Context: an optimization exercise on an open-source flow, tuned for small area and a short achievable clock period. The choices shown serve that exercise and are no tape-out recipe. At most, simulation tests tie the RTL to the original design; equivalence was not proved. No activity file was given, so power comes from the tool's default toggle rates.

==> inputs of run a <==
## Dividor_Segmentado
module Dividor_Segmentado #(
    parameter integer tamanyo = 32
) (
    input CLK, RSTa, Start,
    input logic [tamanyo-1:0] Num, Den,
    output logic Done,
    output logic [tamanyo-1:0] Coc, Res
);
Settings: LEC_CHECK=0, ABC_AREA=1, CAP_MARGIN=20, CORE_MARGIN=2, CORE_UTILIZATION=40, CTS_CLUSTER_DIAMETER=100, CTS_CLUSTER_SIZE=30, SETUP_SLACK_MARGIN=3.3, SLEW_MARGIN=20; clock period 6.0 ns.
run.sh (not shown) runs the stock make flow with config.mk's settings and CLKGATE_MAP_FILE= SYNTH_SCRIPT=/design/flow/synth_recipe.tcl, a recipe that flattens the netlist after the stock synthesis.
==> run b (differences from run a) <==
--- a/flow/config.mk
+++ b/flow/config.mk
@@ -8,3 +8,3 @@
 export ABC_AREA = 1
-export CAP_MARGIN = 20
+export CAP_MARGIN = 30
 export CORE_MARGIN = 2
@@ -13,3 +13,3 @@
 export CTS_CLUSTER_SIZE = 30
-export SETUP_SLACK_MARGIN = 3.3
-export SLEW_MARGIN = 20
+export SETUP_SLACK_MARGIN = 3.4
+export SLEW_MARGIN = 30
==> comparison <==
- In final cell count, run a and run b hardly differ.
- Sequential share of layout area is about the same in run b and run a.
- Against run b, the first-iteration DRC count of run a is higher by 3.2%.
- Run b ran to the end with no violations. Run a completed and failed the layout checks on max-capacitance violations, max-slew violations.
- Between run a and run b, the lower count of clock-buffer cells in the layout is in run b (gap 7).
- In sequential cell count, run b and run a do not differ.
==> figures <==
	run b	run a
Run status	timing/DRC/antenna clean	complete, but fails checks
Violated checks	-	max-capacitance violations, max-slew violations
GRT met1 Usage	29.1%	28.5%
FILL cells	22600	22700
Endpoint of the lowest-slack register-to-register path	s27_r[8]	s29_r[11]
Cell internal power dissipation	27.0 mW	27.1 mW
HPWL after detailed placement	216 mm	215 mm
Power consumed by combinational cells	11.6 mW	11.4 mW
Clock buffers and inverters, area share	3.50%	3.93%
Count of inserted antenna diode cells	18	22
Routed met2 length	127 mm	123 mm
Clock insertion delay at the later pin of the skew report	0.84 ns	0.88 ns
DRT met1 WL	123 mm	120 mm

* * *

==> inputs of ember <==
Another version of the RTL of Dividor_Segmentado (not shown whole).
==> module Aux_Segmentado_P, before the edit <==
module Aux_Segmentado_P #(
    parameter integer W = 1
) (
    input  logic [W:0]    P,
    input  logic [W:0]    Dn,
    input  logic          ci,
    input  logic          hz,
    input  logic          bn,
    input  logic [W+1:0]  Dnn,
    output logic [W:0]    R_out,
    output logic [W+1:0]  P_out,
    output logic          qbit
);
    localparam integer N = W + 1;
    localparam integer LV = $clog2(N);
    logic [W:0] T, g, sum;
    logic [N:0] c;
    assign T = P ^ Dn;
    assign g = Dn & ~P;
    logic [N-1:0] G [0:LV];
    logic [N-1:0] Q [0:LV];
    assign G[0] = {g[N-1:1], g[0] | (P[0] & ci)};
    assign Q[0] = {P[N-1:1], 1'b0};
    genvar l, i;
    generate
        for (l = 0; l < LV; l = l + 1) begin : g_l
            for (i = 0; i < N; i = i + 1) begin : g_i
                if (i >= (1 << l)) begin : g_c
                    assign G[l+1][i] = G[l][i] | (Q[l][i] & G[l][i - (1 << l)]);
                    assign Q[l+1][i] = Q[l][i] & Q[l][i - (1 << l)];
                end else begin : g_p
                    assign G[l+1][i] = G[l][i];
                    assign Q[l+1][i] = Q[l][i];
                end
            end
        end
    endgenerate
    assign c[0] = ci;
    assign c[N:1] = G[LV];
    assign sum = P ^ c[W:0];
    assign qbit = c[N] & hz;
    assign R_out = qbit ? sum : T;
    assign P_out = {R_out, bn} ^ Dnn;
endmodule
clock: 6.0 ns
lec_check: 0
abc_area: 1
cap_margin: 30
core_margin: 2
core_utilization: 40
cts_cluster_diameter: 100
cts_cluster_size: 30
setup_slack_margin: 3.4
slew_margin: 30
==> inputs of sierra, as changes to ember <==
--- a/flow/design.v
+++ b/flow/design.v
@@ -44,7 +44,7 @@
         for (l = 0; l < LV; l = l + 1) begin : g_l
             for (i = 0; i < N; i = i + 1) begin : g_i
-                if (i >= (1 << l)) begin : g_c
-                    assign G[l+1][i] = G[l][i] | (Q[l][i] & G[l][i - (1 << l)]);
-                    assign Q[l+1][i] = Q[l][i] & Q[l][i - (1 << l)];
+                if (((i >> l) & 1) == 1) begin : g_c
+                    assign G[l+1][i] = G[l][i] | (Q[l][i] & G[l][((i >> l) << l) - 1]);
+                    assign Q[l+1][i] = Q[l][i] & Q[l][((i >> l) << l) - 1];
                 end else begin : g_p
                     assign G[l+1][i] = G[l][i];
CORE_UTILIZATION = 55   (was 40)
PLACE_DENSITY = 0.65   (was default)
SETUP_SLACK_MARGIN = 3.6   (was 3.4)
==> inputs of quartz, as changes to ember <==
--- a/flow/design.v
+++ b/flow/design.v
@@ -44,7 +44,7 @@
         for (l = 0; l < LV; l = l + 1) begin : g_l
             for (i = 0; i < N; i = i + 1) begin : g_i
-                if (i >= (1 << l)) begin : g_c
-                    assign G[l+1][i] = G[l][i] | (Q[l][i] & G[l][i - (1 << l)]);
-                    assign Q[l+1][i] = Q[l][i] & Q[l][i - (1 << l)];
+                if (((i >> l) & 1) == 1) begin : g_c
+                    assign G[l+1][i] = G[l][i] | (Q[l][i] & G[l][((i >> l) << l) - 1]);
+                    assign Q[l+1][i] = Q[l][i] & Q[l][((i >> l) << l) - 1];
                 end else begin : g_p
                     assign G[l+1][i] = G[l][i];
SETUP_SLACK_MARGIN = 3.6   (was 3.4)
==> notes <==
- Total power: sierra < quartz < ember.
- Global-route usage: sierra > ember > quartz.
- Non-clock buffer count: ember < sierra < quartz.
- Against quartz, the clock power of ember is larger by 8.9%.
- Die area: sierra < quartz < ember.
- Cell count, highest first: ember, quartz, sierra.
- Against quartz, the sequential share of layout area of ember is lower by 3.4 points.
- Critical path depth is the same in quartz and ember.
- Flip-flop and latch count is the same in quartz and sierra.
- Against ember, the wire length of quartz is lower by 23%.
- In synthesized cell count, quartz and sierra do not differ.
==> figures <==
Post-route clock skew: quartz 0.0560 ns; ember 0.0886 ns; sierra 0.0435 ns
Total length of routed wires: quartz 199,000 um; ember 257,000 um; sierra 193,000 um
Final std cell area, no fill: quartz 0.104 sq mm; ember 0.112 sq mm; sierra 0.103 sq mm
Depth of the critical timing path with buffers and inverters included: quartz 1; ember 1; sierra 14
Yosys top cell area share: quartz 55.0%; ember 50.0%; sierra 55.0%
Post-synthesis share of cell area spent on full adders, half adders and majority gates: quartz 0.441%; ember 0.414%; sierra 0.441%
Worst IR Drop VDD: quartz 0.296 mV; ember 0.287 mV; sierra 0.329 mV
Tapcell Cnt: quartz 3,043; ember 3,384; sierra 2,218
Inst Count DP: quartz 14.4k; ember 17.1k; sierra 13.5k
Met1 usage: quartz 20.9%; ember 26.3%; sierra 27.5%
Register area: quartz 0.0523 sq mm; ember 0.0523 sq mm; sierra 0.0524 sq mm
Cell area power density: quartz 469 mW/mm^2; ember 476 mW/mm^2; sierra 467 mW/mm^2
Number of inverters outside the clock class in the layout: quartz 1,636; ember 2,196; sierra 1,636
R2R setup slack: quartz 3.66 ns; ember 3.45 ns; sierra 3.49 ns
Highest clock frequency the design can meet: quartz 0.400 GHz; ember 0.391 GHz; sierra 0.399 GHz
Via Count: quartz 68.8k; ember 80.7k; sierra 68.5k
Result of the run: quartz timing/DRC/antenna clean; ember timing/DRC/antenna clean; sierra timing/DRC/antenna clean
End point of the critical path: quartz Done; ember Coc[27]; sierra Coc[13]$_DFF_P_
Detailed-route wire length per cell: quartz 13.6 um; ember 14.8 um; sierra 14.0 um
Area of combinational cells with multiple inputs: quartz 0.0363 sq mm; ember 0.0419 sq mm; sierra 0.0361 sq mm
Global routing usage on met3: quartz 1.93%; ember 2.30%; sierra 2.20%
Count of buffer and inverter cells on the critical path: quartz 1; ember 1; sierra 3
Minimum hold slack: quartz 0.302 ns; ember 0.296 ns; sierra 0.323 ns
No functional check of the RTL was part of any run of this note.

* * *

==> inputs of trial 77 <==
Dividor_Segmentado, a different RTL version from the one above (not shown whole).
clock: 6.0 ns
lec_check: 0
abc_area: 1
cap_margin: 30
core_margin: 2
core_utilization: 40
cts_cluster_diameter: 100
cts_cluster_size: 30
setup_slack_margin: 3.6
slew_margin: 30
tns_end_percent: 5
==> inputs of trial 76, as changes to trial 77 <==
SETUP_SLACK_MARGIN = 3.65   (was 3.6)
TNS_END_PERCENT = 0   (was 5)
==> run notes <==
Flop pwr share 49.0%; combinational cell power 14.5 mW; DR pass1 iterations 6; vias 65,900; status timing/DRC/antenna clean; internal power 28.9 mW; Clock group 8.81 mW; met2 Use GR 28.1%; final core occ 44.5%; # fillers 21,600; Max Freq 401 MHz; most frequent cells in the layout 3,374 x nand2_1, 2,421 x dfxtp_1, 1,363 x inv_1, 793 x nand3_1, 523 x xnor2_1; Final min period 2490 ps; initial DRC count 3,854
the above is filed under trial 76

==> run notes <==
most frequent cells in the layout 3,356 x nand2_1, 2,406 x dfxtp_1, 1,360 x inv_1, 790 x nand3_1, 522 x xnor2_1; final core occ 44.8%; status timing/DRC/antenna clean; combinational cell power 14.8 mW; vias 66,100; Final min period 2490 ps; initial DRC count 3,811; Max Freq 401 MHz; met2 Use GR 28.2%; Flop pwr share 48.6%
the above is filed under trial 77

Function was not checked in any run of this note: the RTL went through the layout flow alone.

* * *

==> build 19 <==
Another version of the RTL of Dividor_Segmentado (not shown whole).
==> module Aux_Segmentado_P, before the edit <==
module Aux_Segmentado_P #(
    parameter integer W = 1
) (
    input  logic [W:0]    P,
    input  logic [W:0]    Dn,
    input  logic          ci,
    input  logic          hz,
    input  logic          bn,
    input  logic [W+1:0]  Dnn,
    output logic [W:0]    R_out,
    output logic [W+1:0]  P_out,
    output logic          qbit
);
    localparam integer N = W + 1;
    localparam integer LV = $clog2(N);
    logic [W:0] T, g, sum;
    logic [N:0] c;
    assign T = P ^ Dn;
    assign g = Dn & ~P;
    logic [N-1:0] G [0:LV];
    logic [N-1:0] Q [0:LV];
    assign G[0] = {g[N-1:1], g[0] | (P[0] & ci)};
    assign Q[0] = {P[N-1:1], 1'b0};
    genvar l, i;
    generate
        for (l = 0; l < LV; l = l + 1) begin : g_l
            for (i = 0; i < N; i = i + 1) begin : g_i
                if (((i >> l) & 1) == 1) begin : g_c
                    assign G[l+1][i] = G[l][i] | (Q[l][i] & G[l][((i >> l) << l) - 1]);
                    assign Q[l+1][i] = Q[l][i] & Q[l][((i >> l) << l) - 1];
                end else begin : g_p
                    assign G[l+1][i] = G[l][i];
                    assign Q[l+1][i] = Q[l][i];
                end
            end
        end
    endgenerate
    assign c[0] = ci;
    assign c[N:1] = G[LV];
    assign sum = P ^ c[W:0];
    assign qbit = c[N] & hz;
    assign R_out = qbit ? sum : T;
    assign P_out = {R_out, bn} ^ Dnn;
endmodule
Settings: LEC_CHECK=0, ABC_AREA=1, CAP_MARGIN=30, CORE_MARGIN=2, CORE_UTILIZATION=40, CTS_CLUSTER_DIAMETER=100, CTS_CLUSTER_SIZE=25, SETUP_SLACK_MARGIN=3.7, SLEW_MARGIN=30; clock period 6.0 ns.
==> inputs of trial 96, as changes to build 19 <==
--- a/flow/design.v
+++ b/flow/design.v
@@ -65,101 +65,101 @@
 ) (
     input CLK, RSTa, Start,
     input logic [tamanyo-1:0] Num, Den,
     output logic Done,
     output logic [tamanyo-1:0] Coc, Res
 );
-    logic s0_v, s0_sn, s0_ci;
+    logic s0_v, s0_sn, s0_sq, s0_ci;
     logic [31:0] s0_dn, s0_qr;    
     logic [2:0] s0_p;    
     logic [1:0] s0_hz;    
-    logic s1_v, s1_sn, s1_ci;
+    logic s1_v, s1_sn, s1_sq, s1_ci;
     logic [31:0] s1_dn, s1_qr;    
     logic [4:0] s1_p;    
-    logic s2_v, s2_sn, s2_ci;
+    logic s2_v, s2_sn, s2_sq, s2_ci;
     logic [31:0] s2_dn, s2_qr;    
     logic [5:0] s2_p;    
-    logic s3_v, s3_sn, s3_ci;
+    logic s3_v, s3_sn, s3_sq, s3_ci;
     logic [31:0] s3_dn, s3_qr;    
     logic [6:0] s3_p;    
-    logic s4_v, s4_sn, s4_ci;
+    logic s4_v, s4_sn, s4_sq, s4_ci;
     logic [31:0] s4_dn, s4_qr;    
     logic [7:0] s4_p;    
-    logic s5_v, s5_sn, s5_ci;
+    logic s5_v, s5_sn, s5_sq, s5_ci;
     logic [31:0] s5_dn, s5_qr;    
     logic [8:0] s5_p;    
-    logic s6_v, s6_sn, s6_ci;
+    logic s6_v, s6_sn, s6_sq, s6_ci;
     logic [31:0] s6_dn, s6_qr;    
     logic [9:0] s6_p;    
-    logic s7_v, s7_sn, s7_ci;
+    logic s7_v, s7_sn, s7_sq, s7_ci;
     logic [31:0] s7_dn, s7_qr;    
     logic [10:0] s7_p;    
-    logic s8_v, s8_sn, s8_ci;
+    logic s8_v, s8_sn, s8_sq, s8_ci;
     logic [31:0] s8_dn, s8_qr;    
     logic [11:0] s8_p;    
-    logic s9_v, s9_sn, s9_ci;
+    logic s9_v, s9_sn, s9_sq, s9_ci;
     logic [31:0] s9_dn, s9_qr;    
     logic [12:0] s9_p;    
-    logic s10_v, s10_sn, s10_ci;
+    logic s10_v, s10_sn, s10_sq, s10_ci;
     logic [31:0] s10_dn, s10_qr;    
     logic [13:0] s10_p;    
-    logic s11_v, s11_sn, s11_ci;
+    logic s11_v, s11_sn, s11_sq, s11_ci;
     logic [31:0] s11_dn, s11_qr;    
     logic [14:0] s11_p;    
-    logic s12_v, s12_sn, s12_ci;
+    logic s12_v, s12_sn, s12_sq, s12_ci;
     logic [31:0] s12_dn, s12_qr;    
     logic [15:0] s12_p;    
-    logic s13_v, s13_sn, s13_ci;
+    logic s13_v, s13_sn, s13_sq, s13_ci;
     logic [31:0] s13_dn, s13_qr;    
     logic [16:0] s13_p;    
-    logic s14_v, s14_sn, s14_ci;
+    logic s14_v, s14_sn, s14_sq, s14_ci;
     logic [31:0] s14_dn, s14_qr;    
     logic [17:0] s14_p;    
-    logic s15_v, s15_sn, s15_ci;
+    logic s15_v, s15_sn, s15_sq, s15_ci;
     logic [31:0] s15_dn, s15_qr;    
     logic [18:0] s15_p;    
-    logic s16_v, s16_sn, s16_ci;
+    logic s16_v, s16_sn, s16_sq, s16_ci;
     logic [31:0] s16_dn, s16_qr;    
     logic [19:0] s16_p;    
-    logic s17_v, s17_sn, s17_ci;
+    logic s17_v, s17_sn, s17_sq, s17_ci;
     logic [31:0] s17_dn, s17_qr;    
     logic [20:0] s17_p;    
-    logic s18_v, s18_sn, s18_ci;
+    logic s18_v, s18_sn, s18_sq, s18_ci;
     logic [31:0] s18_dn, s18_qr;    
     logic [21:0] s18_p;    
-    logic s19_v, s19_sn, s19_ci;
+    logic s19_v, s19_sn, s19_sq, s19_ci;
     logic [31:0] s19_dn, s19_qr;    
     logic [22:0] s19_p;    
-    logic s20_v, s20_sn, s20_ci;
+    logic s20_v, s20_sn, s20_sq, s20_ci;
     logic [31:0] s20_dn, s20_qr;    
     logic [23:0] s20_p;    
-    logic s21_v, s21_sn, s21_ci;
+    logic s21_v, s21_sn, s21_sq, s21_ci;
     logic [31:0] s21_dn, s21_qr;    
     logic [24:0] s21_p;    
-    logic s22_v, s22_sn, s22_ci;
+    logic s22_v, s22_sn, s22_sq, s22_ci;
     logic [31:0] s22_dn, s22_qr;    
     logic [25:0] s22_p;    
-    logic s23_v, s23_sn, s23_ci;
+    logic s23_v, s23_sn, s23_sq, s23_ci;
     logic [31:0] s23_dn, s23_qr;    
     logic [26:0] s23_p;    
-    logic s24_v, s24_sn, s24_ci;
+    logic s24_v, s24_sn, s24_sq, s24_ci;
     logic [31:0] s24_dn, s24_qr;    
     logic [27:0] s24_p;    
-    logic s25_v, s25_sn, s25_ci;
+    logic s25_v, s25_sn, s25_sq, s25_ci;
     logic [31:0] s25_dn, s25_qr;    
     logic [28:0] s25_p;    
-    logic s26_v, s26_sn, s26_ci;
+    logic s26_v, s26_sn, s26_sq, s26_ci;
     logic [31:0] s26_dn, s26_qr;    
     logic [29:0] s26_p;    
-    logic s27_v, s27_sn, s27_ci;
+    logic s27_v, s27_sn, s27_sq, s27_ci;
     logic [31:0] s27_dn, s27_qr;    
     logic [30:0] s27_p;    
-    logic s28_v, s28_sn, s28_ci;
+    logic s28_v, s28_sn, s28_sq, s28_ci;
     logic [31:0] s28_dn, s28_qr;    
     logic [31:0] s28_p;    
-    logic s29_v, s29_sn, s29_ci;
+    logic s29_v, s29_sn, s29_sq, s29_ci;
     logic [31:0] s29_dn, s29_qr;    
     logic [31:0] s29_r;
     logic [31:0] xin, dnin;
     assign xin = Num ^ {32{Num[31]}};
     assign dnin = ~(Den ^ {32{Den[31]}});
     logic rr0_0, qb0_0, m0_0_0, m1_0_0;
@@ -177,12 +177,13 @@
     assign qq0_1 = {qq0_0[30:0], qb0_1};
     always_ff @(posedge CLK, negedge RSTa)
         if (!RSTa) s0_v <= 1'b0;
         else s0_v <= Start;
     always_ff @(posedge CLK) begin
         s0_sn <= Num[31];
+        s0_sq <= Num[31] ^ Den[31];
         s0_ci <= ~Den[31];
         s0_dn <= dnin;
         s0_qr <= qq0_1;
         s0_p <= pp0_1;
         s0_hz[0] <= &dnin[31:3];
         s0_hz[1] <= &dnin[31:4];
@@ -197,12 +198,13 @@
     assign qq1_1 = {qq1_0[30:0], qb1_1};
     always_ff @(posedge CLK, negedge RSTa)
         if (!RSTa) s1_v <= 1'b0;
         else s1_v <= s0_v;
     always_ff @(posedge CLK) begin
         s1_sn <= s0_sn;
+        s1_sq <= s0_sq;
         s1_ci <= s0_ci;
         s1_dn <= s0_dn;
         s1_qr <= qq1_1;
         s1_p <= pp1_1;
     end
     logic [4:0] rr2_0; logic [5:0] pp2_0; logic qb2_0;
@@ -211,12 +213,13 @@
     assign qq2_0 = {s1_qr[30:0], qb2_0};
     always_ff @(posedge CLK, negedge RSTa)
         if (!RSTa) s2_v <= 1'b0;
         else s2_v <= s1_v;
     always_ff @(posedge CLK) begin
         s2_sn <= s1_sn;
+        s2_sq <= s1_sq;
         s2_ci <= s1_ci;
         s2_dn <= s1_dn;
         s2_qr <= qq2_0;
         s2_p <= pp2_0;
     end
     logic [5:0] rr3_0; logic [6:0] pp3_0; logic qb3_0;
@@ -225,12 +228,13 @@
     assign qq3_0 = {s2_qr[30:0], qb3_0};
     always_ff @(posedge CLK, negedge RSTa)
         if (!RSTa) s3_v <= 1'b0;
         else s3_v <= s2_v;
     always_ff @(posedge CLK) begin
         s3_sn <= s2_sn;
+        s3_sq <= s2_sq;
         s3_ci <= s2_ci;
         s3_dn <= s2_dn;
         s3_qr <= qq3_0;
         s3_p <= pp3_0;
     end
     logic [6:0] rr4_0; logic [7:0] pp4_0; logic qb4_0;
@@ -239,12 +243,13 @@
     assign qq4_0 = {s3_qr[30:0], qb4_0};
     always_ff @(posedge CLK, negedge RSTa)
         if (!RSTa) s4_v <= 1'b0;
         else s4_v <= s3_v;
     always_ff @(posedge CLK) begin
         s4_sn <= s3_sn;
+        s4_sq <= s3_sq;
         s4_ci <= s3_ci;
         s4_dn <= s3_dn;
         s4_qr <= qq4_0;
         s4_p <= pp4_0;
     end
     logic [7:0] rr5_0; logic [8:0] pp5_0; logic qb5_0;
@@ -253,12 +258,13 @@
     assign qq5_0 = {s4_qr[30:0], qb5_0};
     always_ff @(posedge CLK, negedge RSTa)
         if (!RSTa) s5_v <= 1'b0;
         else s5_v <= s4_v;
     always_ff @(posedge CLK) begin
         s5_sn <= s4_sn;
+        s5_sq <= s4_sq;
         s5_ci <= s4_ci;
         s5_dn <= s4_dn;
         s5_qr <= qq5_0;
         s5_p <= pp5_0;
     end
     logic [8:0] rr6_0; logic [9:0] pp6_0; logic qb6_0;
@@ -267,12 +273,13 @@
     assign qq6_0 = {s5_qr[30:0], qb6_0};
     always_ff @(posedge CLK, negedge RSTa)
         if (!RSTa) s6_v <= 1'b0;
         else s6_v <= s5_v;
     always_ff @(posedge CLK) begin
         s6_sn <= s5_sn;
+        s6_sq <= s5_sq;
         s6_ci <= s5_ci;
         s6_dn <= s5_dn;
         s6_qr <= qq6_0;
         s6_p <= pp6_0;
     end
     logic [9:0] rr7_0; logic [10:0] pp7_0; logic qb7_0;
@@ -281,12 +288,13 @@
     assign qq7_0 = {s6_qr[30:0], qb7_0};
     always_ff @(posedge CLK, negedge RSTa)
         if (!RSTa) s7_v <= 1'b0;
         else s7_v <= s6_v;
     always_ff @(posedge CLK) begin
         s7_sn <= s6_sn;
+        s7_sq <= s6_sq;
         s7_ci <= s6_ci;
         s7_dn <= s6_dn;
         s7_qr <= qq7_0;
         s7_p <= pp7_0;
     end
     logic [10:0] rr8_0; logic [11:0] pp8_0; logic qb8_0;
@@ -295,12 +303,13 @@
     assign qq8_0 = {s7_qr[30:0], qb8_0};
     always_ff @(posedge CLK, negedge RSTa)
         if (!RSTa) s8_v <= 1'b0;
         else s8_v <= s7_v;
     always_ff @(posedge CLK) begin
         s8_sn <= s7_sn;
+        s8_sq <= s7_sq;
         s8_ci <= s7_ci;
         s8_dn <= s7_dn;
         s8_qr <= qq8_0;
         s8_p <= pp8_0;
     end
     logic [11:0] rr9_0; logic [12:0] pp9_0; logic qb9_0;
@@ -309,12 +318,13 @@
     assign qq9_0 = {s8_qr[30:0], qb9_0};
     always_ff @(posedge CLK, negedge RSTa)
         if (!RSTa) s9_v <= 1'b0;
         else s9_v <= s8_v;
     always_ff @(posedge CLK) begin
         s9_sn <= s8_sn;
+        s9_sq <= s8_sq;
         s9_ci <= s8_ci;
         s9_dn <= s8_dn;
         s9_qr <= qq9_0;
         s9_p <= pp9_0;
     end
     logic [12:0] rr10_0; logic [13:0] pp10_0; logic qb10_0;
@@ -323,12 +333,13 @@
     assign qq10_0 = {s9_qr[30:0], qb10_0};
     always_ff @(posedge CLK, negedge RSTa)
         if (!RSTa) s10_v <= 1'b0;
         else s10_v <= s9_v;
     always_ff @(posedge CLK) begin
         s10_sn <= s9_sn;
+        s10_sq <= s9_sq;
         s10_ci <= s9_ci;
         s10_dn <= s9_dn;
         s10_qr <= qq10_0;
         s10_p <= pp10_0;
     end
     logic [13:0] rr11_0; logic [14:0] pp11_0; logic qb11_0;
@@ -337,12 +348,13 @@
     assign qq11_0 = {s10_qr[30:0], qb11_0};
     always_ff @(posedge CLK, negedge RSTa)
         if (!RSTa) s11_v <= 1'b0;
         else s11_v <= s10_v;
     always_ff @(posedge CLK) begin
         s11_sn <= s10_sn;
+        s11_sq <= s10_sq;
         s11_ci <= s10_ci;
         s11_dn <= s10_dn;
         s11_qr <= qq11_0;
         s11_p <= pp11_0;
     end
     logic [14:0] rr12_0; logic [15:0] pp12_0; logic qb12_0;
@@ -351,12 +363,13 @@
     assign qq12_0 = {s11_qr[30:0], qb12_0};
     always_ff @(posedge CLK, negedge RSTa)
         if (!RSTa) s12_v <= 1'b0;
         else s12_v <= s11_v;
     always_ff @(posedge CLK) begin
         s12_sn <= s11_sn;
+        s12_sq <= s11_sq;
         s12_ci <= s11_ci;
         s12_dn <= s11_dn;
         s12_qr <= qq12_0;
         s12_p <= pp12_0;
     end
     logic [15:0] rr13_0; logic [16:0] pp13_0; logic qb13_0;
@@ -365,12 +378,13 @@
     assign qq13_0 = {s12_qr[30:0], qb13_0};
     always_ff @(posedge CLK, negedge RSTa)
         if (!RSTa) s13_v <= 1'b0;
         else s13_v <= s12_v;
     always_ff @(posedge CLK) begin
         s13_sn <= s12_sn;
+        s13_sq <= s12_sq;
         s13_ci <= s12_ci;
         s13_dn <= s12_dn;
         s13_qr <= qq13_0;
         s13_p <= pp13_0;
     end
     logic [16:0] rr14_0; logic [17:0] pp14_0; logic qb14_0;
@@ -379,12 +393,13 @@
     assign qq14_0 = {s13_qr[30:0], qb14_0};
     always_ff @(posedge CLK, negedge RSTa)
         if (!RSTa) s14_v <= 1'b0;
         else s14_v <= s13_v;
     always_ff @(posedge CLK) begin
         s14_sn <= s13_sn;
+        s14_sq <= s13_sq;
         s14_ci <= s13_ci;
         s14_dn <= s13_dn;
         s14_qr <= qq14_0;
         s14_p <= pp14_0;
     end
     logic [17:0] rr15_0; logic [18:0] pp15_0; logic qb15_0;
@@ -393,12 +408,13 @@
     assign qq15_0 = {s14_qr[30:0], qb15_0};
     always_ff @(posedge CLK, negedge RSTa)
         if (!RSTa) s15_v <= 1'b0;
         else s15_v <= s14_v;
     always_ff @(posedge CLK) begin
         s15_sn <= s14_sn;
+        s15_sq <= s14_sq;
         s15_ci <= s14_ci;
         s15_dn <= s14_dn;
         s15_qr <= qq15_0;
         s15_p <= pp15_0;
     end
     logic [18:0] rr16_0; logic [19:0] pp16_0; logic qb16_0;
@@ -407,12 +423,13 @@
     assign qq16_0 = {s15_qr[30:0], qb16_0};
     always_ff @(posedge CLK, negedge RSTa)
         if (!RSTa) s16_v <= 1'b0;
         else s16_v <= s15_v;
     always_ff @(posedge CLK) begin
         s16_sn <= s15_sn;
+        s16_sq <= s15_sq;
         s16_ci <= s15_ci;
         s16_dn <= s15_dn;
         s16_qr <= qq16_0;
         s16_p <= pp16_0;
     end
     logic [19:0] rr17_0; logic [20:0] pp17_0; logic qb17_0;
@@ -421,12 +438,13 @@
     assign qq17_0 = {s16_qr[30:0], qb17_0};
     always_ff @(posedge CLK, negedge RSTa)
         if (!RSTa) s17_v <= 1'b0;
         else s17_v <= s16_v;
     always_ff @(posedge CLK) begin
         s17_sn <= s16_sn;
+        s17_sq <= s16_sq;
         s17_ci <= s16_ci;
         s17_dn <= s16_dn;
         s17_qr <= qq17_0;
         s17_p <= pp17_0;
     end
     logic [20:0] rr18_0; logic [21:0] pp18_0; logic qb18_0;
@@ -435,12 +453,13 @@
     assign qq18_0 = {s17_qr[30:0], qb18_0};
     always_ff @(posedge CLK, negedge RSTa)
         if (!RSTa) s18_v <= 1'b0;
         else s18_v <= s17_v;
     always_ff @(posedge CLK) begin
         s18_sn <= s17_sn;
+        s18_sq <= s17_sq;
         s18_ci <= s17_ci;
         s18_dn <= s17_dn;
         s18_qr <= qq18_0;
         s18_p <= pp18_0;
     end
     logic [21:0] rr19_0; logic [22:0] pp19_0; logic qb19_0;
@@ -449,12 +468,13 @@
     assign qq19_0 = {s18_qr[30:0], qb19_0};
     always_ff @(posedge CLK, negedge RSTa)
         if (!RSTa) s19_v <= 1'b0;
         else s19_v <= s18_v;
     always_ff @(posedge CLK) begin
         s19_sn <= s18_sn;
+        s19_sq <= s18_sq;
         s19_ci <= s18_ci;
         s19_dn <= s18_dn;
         s19_qr <= qq19_0;
         s19_p <= pp19_0;
     end
     logic [22:0] rr20_0; logic [23:0] pp20_0; logic qb20_0;
@@ -463,12 +483,13 @@
     assign qq20_0 = {s19_qr[30:0], qb20_0};
     always_ff @(posedge CLK, negedge RSTa)
         if (!RSTa) s20_v <= 1'b0;
         else s20_v <= s19_v;
     always_ff @(posedge CLK) begin
         s20_sn <= s19_sn;
+        s20_sq <= s19_sq;
         s20_ci <= s19_ci;
         s20_dn <= s19_dn;
         s20_qr <= qq20_0;
         s20_p <= pp20_0;
     end
     logic [23:0] rr21_0; logic [24:0] pp21_0; logic qb21_0;
@@ -477,12 +498,13 @@
     assign qq21_0 = {s20_qr[30:0], qb21_0};
     always_ff @(posedge CLK, negedge RSTa)
         if (!RSTa) s21_v <= 1'b0;
         else s21_v <= s20_v;
     always_ff @(posedge CLK) begin
         s21_sn <= s20_sn;
+        s21_sq <= s20_sq;
         s21_ci <= s20_ci;
         s21_dn <= s20_dn;
         s21_qr <= qq21_0;
         s21_p <= pp21_0;
     end
     logic [24:0] rr22_0; logic [25:0] pp22_0; logic qb22_0;
@@ -491,12 +513,13 @@
     assign qq22_0 = {s21_qr[30:0], qb22_0};
     always_ff @(posedge CLK, negedge RSTa)
         if (!RSTa) s22_v <= 1'b0;
         else s22_v <= s21_v;
     always_ff @(posedge CLK) begin
         s22_sn <= s21_sn;
+        s22_sq <= s21_sq;
         s22_ci <= s21_ci;
         s22_dn <= s21_dn;
         s22_qr <= qq22_0;
         s22_p <= pp22_0;
     end
     logic [25:0] rr23_0; logic [26:0] pp23_0; logic qb23_0;
@@ -505,12 +528,13 @@
     assign qq23_0 = {s22_qr[30:0], qb23_0};
     always_ff @(posedge CLK, negedge RSTa)
         if (!RSTa) s23_v <= 1'b0;
         else s23_v <= s22_v;
     always_ff @(posedge CLK) begin
         s23_sn <= s22_sn;
+        s23_sq <= s22_sq;
         s23_ci <= s22_ci;
         s23_dn <= s22_dn;
         s23_qr <= qq23_0;
         s23_p <= pp23_0;
     end
     logic [26:0] rr24_0; logic [27:0] pp24_0; logic qb24_0;
@@ -519,12 +543,13 @@
     assign qq24_0 = {s23_qr[30:0], qb24_0};
     always_ff @(posedge CLK, negedge RSTa)
         if (!RSTa) s24_v <= 1'b0;
         else s24_v <= s23_v;
     always_ff @(posedge CLK) begin
         s24_sn <= s23_sn;
+        s24_sq <= s23_sq;
         s24_ci <= s23_ci;
         s24_dn <= s23_dn;
         s24_qr <= qq24_0;
         s24_p <= pp24_0;
     end
     logic [27:0] rr25_0; logic [28:0] pp25_0; logic qb25_0;
@@ -533,12 +558,13 @@
     assign qq25_0 = {s24_qr[30:0], qb25_0};
     always_ff @(posedge CLK, negedge RSTa)
         if (!RSTa) s25_v <= 1'b0;
         else s25_v <= s24_v;
     always_ff @(posedge CLK) begin
         s25_sn <= s24_sn;
+        s25_sq <= s24_sq;
         s25_ci <= s24_ci;
         s25_dn <= s24_dn;
         s25_qr <= qq25_0;
         s25_p <= pp25_0;
     end
     logic [28:0] rr26_0; logic [29:0] pp26_0; logic qb26_0;
@@ -547,12 +573,13 @@
     assign qq26_0 = {s25_qr[30:0], qb26_0};
     always_ff @(posedge CLK, negedge RSTa)
         if (!RSTa) s26_v <= 1'b0;
         else s26_v <= s25_v;
     always_ff @(posedge CLK) begin
         s26_sn <= s25_sn;
+        s26_sq <= s25_sq;
         s26_ci <= s25_ci;
         s26_dn <= s25_dn;
         s26_qr <= qq26_0;
         s26_p <= pp26_0;
     end
     logic [29:0] rr27_0; logic [30:0] pp27_0; logic qb27_0;
@@ -561,12 +588,13 @@
     assign qq27_0 = {s26_qr[30:0], qb27_0};
     always_ff @(posedge CLK, negedge RSTa)
         if (!RSTa) s27_v <= 1'b0;
         else s27_v <= s26_v;
     always_ff @(posedge CLK) begin
         s27_sn <= s26_sn;
+        s27_sq <= s26_sq;
         s27_ci <= s26_ci;
         s27_dn <= s26_dn;
         s27_qr <= qq27_0;
         s27_p <= pp27_0;
     end
     logic [30:0] rr28_0; logic [31:0] pp28_0; logic qb28_0;
@@ -575,12 +603,13 @@
     assign qq28_0 = {s27_qr[30:0], qb28_0};
     always_ff @(posedge CLK, negedge RSTa)
         if (!RSTa) s28_v <= 1'b0;
         else s28_v <= s27_v;
     always_ff @(posedge CLK) begin
         s28_sn <= s27_sn;
+        s28_sq <= s27_sq;
         s28_ci <= s27_ci;
         s28_dn <= s27_dn;
         s28_qr <= qq28_0;
         s28_p <= pp28_0;
     end
     logic [31:0] rr29_0; logic [32:0] pp29_0; logic qb29_0;
@@ -589,34 +618,34 @@
     assign qq29_0 = {s28_qr[30:0], qb29_0};
     always_ff @(posedge CLK, negedge RSTa)
         if (!RSTa) s29_v <= 1'b0;
         else s29_v <= s28_v;
     always_ff @(posedge CLK) begin
         s29_sn <= s28_sn;
+        s29_sq <= s28_sq;
         s29_ci <= s28_ci;
         s29_dn <= s28_dn;
         s29_qr <= qq29_0;
         s29_r <= rr29_0;
     end
     logic [31:0] fx;
-    logic eq, wrap, sq;
-    assign sq = s29_sn ^ ~s29_ci;    
+    logic eq, wrap;
     assign fx = ~(s29_r ^ s29_dn);
     assign eq = (fx == {s29_r[30:0] & s29_dn[30:0], s29_ci});
     assign wrap = s29_sn & eq;
     logic [31:0] cy, cpre;
-    assign cy = s29_qr ^ {32{sq}};
+    assign cy = s29_qr ^ {32{s29_sq}};
     assign cpre[0] = 1'b1;
     genvar gi;
     generate
         for (gi = 1; gi < 32; gi = gi + 1) begin : g_cpre
             assign cpre[gi] = &cy[gi-1:0];
         end
     endgenerate
     always_ff @(posedge CLK, negedge RSTa)
         if (!RSTa) Done <= 1'b0;
         else Done <= s29_v;
     always_ff @(posedge CLK) begin
-        Coc <= cy ^ (cpre & {32{sq ^ wrap}});
+        Coc <= cy ^ (cpre & {32{s29_sq ^ wrap}});
         Res <= s29_sn ? (wrap ? 32'd0 : ~s29_r) : s29_r;
     end
 endmodule
CORE_UTILIZATION = 55   (was 40)
CTS_CLUSTER_SIZE = 30   (was 25)
PLACE_DENSITY = 0.65   (was unset)
SETUP_SLACK_MARGIN = 3.75   (was 3.7)
==> inputs of trial 43, as changes to build 19 <==
--- a/flow/design.v
+++ b/flow/design.v
@@ -27,13 +27,13 @@
     input  logic [W+1:0]  Dnn,
     output logic [W:0]    R_out,
     output logic [W+1:0]  P_out,
     output logic          qbit
 );
     localparam integer N = W + 1;
-    localparam integer LV = $clog2(N);
+    localparam integer LV = (N > 16) ? 5 : (N > 8) ? 4 : (N > 4) ? 3 : (N > 2) ? 2 : 1;
     logic [W:0] T, g, sum;
     logic [N:0] c;
     assign T = P ^ Dn;
     assign g = Dn & ~P;
     logic [N-1:0] G [0:LV];
     logic [N-1:0] Q [0:LV];
CTS_CLUSTER_SIZE = 30   (was 25)
SETUP_SLACK_MARGIN = 3.6   (was 3.7)
==> run notes <==
metric	trial 96	trial 43	build 19
Fraction of area in multi-input gates	0.353	0.344	0.348
Number of tapcells	2218	3026	3026
Dpl cells	13500	14400	14400
Fill cell count	14300	22000	21800
Worst setup slack for register-to-register paths	3690 ps	3700 ps	3600 ps
Violation count after the first detailed-route iteration	4401	4180	4346
Worst-case clock skew	31.1 ps	56.4 ps	42.0 ps
# diodes	1	2	2
Upper clock frequency limit	404 MHz	392 MHz	398 MHz
Reported net switching power	18.5 mW	18.4 mW	18.5 mW
Number of signal-net buffers in the layout	355	281	345
Fin util	0.619	0.452	0.458
Relative slew slack	0.343	0.328	0.383
Overall power after layout	49.1 mW	48.9 mW	49.5 mW
Via count of the first global-routing pass	63300	63100	63600
Die Area	173000 um2	236000 um2	236000 um2
Status	finished clean	finished clean	finished clean
Min-Delay Startpoint	s11_qr[3]	s14_qr[23]	s9_sn
Sequential area share after synthesis	0.558	0.556	0.556
For build 19 and trial 96, only the layout was checked, not whether the RTL still works.

[static timing again, ports no longer ideal]
Ports are ideal in the flow. The routed layouts listed here were re-timed in OpenROAD.
Step 1 sets driving cells, clkbuf_16 on the clock port and buf_2 on the other inputs (assumed; they add their load-dependent delay and slew).
Step 2 times the ports against the registers' clock, not the clock port: input delays grow and output delays shrink by t, the midpoint of the rising clock arrivals with the driver on.
Three values: no drivers, after step 1, after step 2; two values: the first two.
run	t, ns	setup WS [ns]	worst register clock-pin slew, ns
run a	0.945	3.336 / 3.241 / 2.831	0.12 / 0.12
run b	0.900	3.353 / 3.253 / 3.001	0.12 / 0.12
ember	0.889	3.442 / 3.346 / 2.964	0.12 / 0.12
sierra	0.861	3.494 / 3.434 / 2.958	0.11 / 0.11
quartz	0.869	3.497 / 3.403 / 3.070	0.11 / 0.11
trial 77	0.882	3.505 / 3.417 / 2.746	0.12 / 0.12
trial 76	0.881	3.508 / 3.419 / 2.747	0.12 / 0.12
build 19	0.872	3.488 / 3.399 / 2.992	0.10 / 0.10
trial 96	0.849	3.525 / 3.441 / 3.097	0.12 / 0.12
trial 43	0.877	3.450 / 3.363 / 2.984	0.12 / 0.12
For trial 76, which loses most, drivers alone change the setup slack by -0.089 ns; drivers and shift together by -0.761 ns.
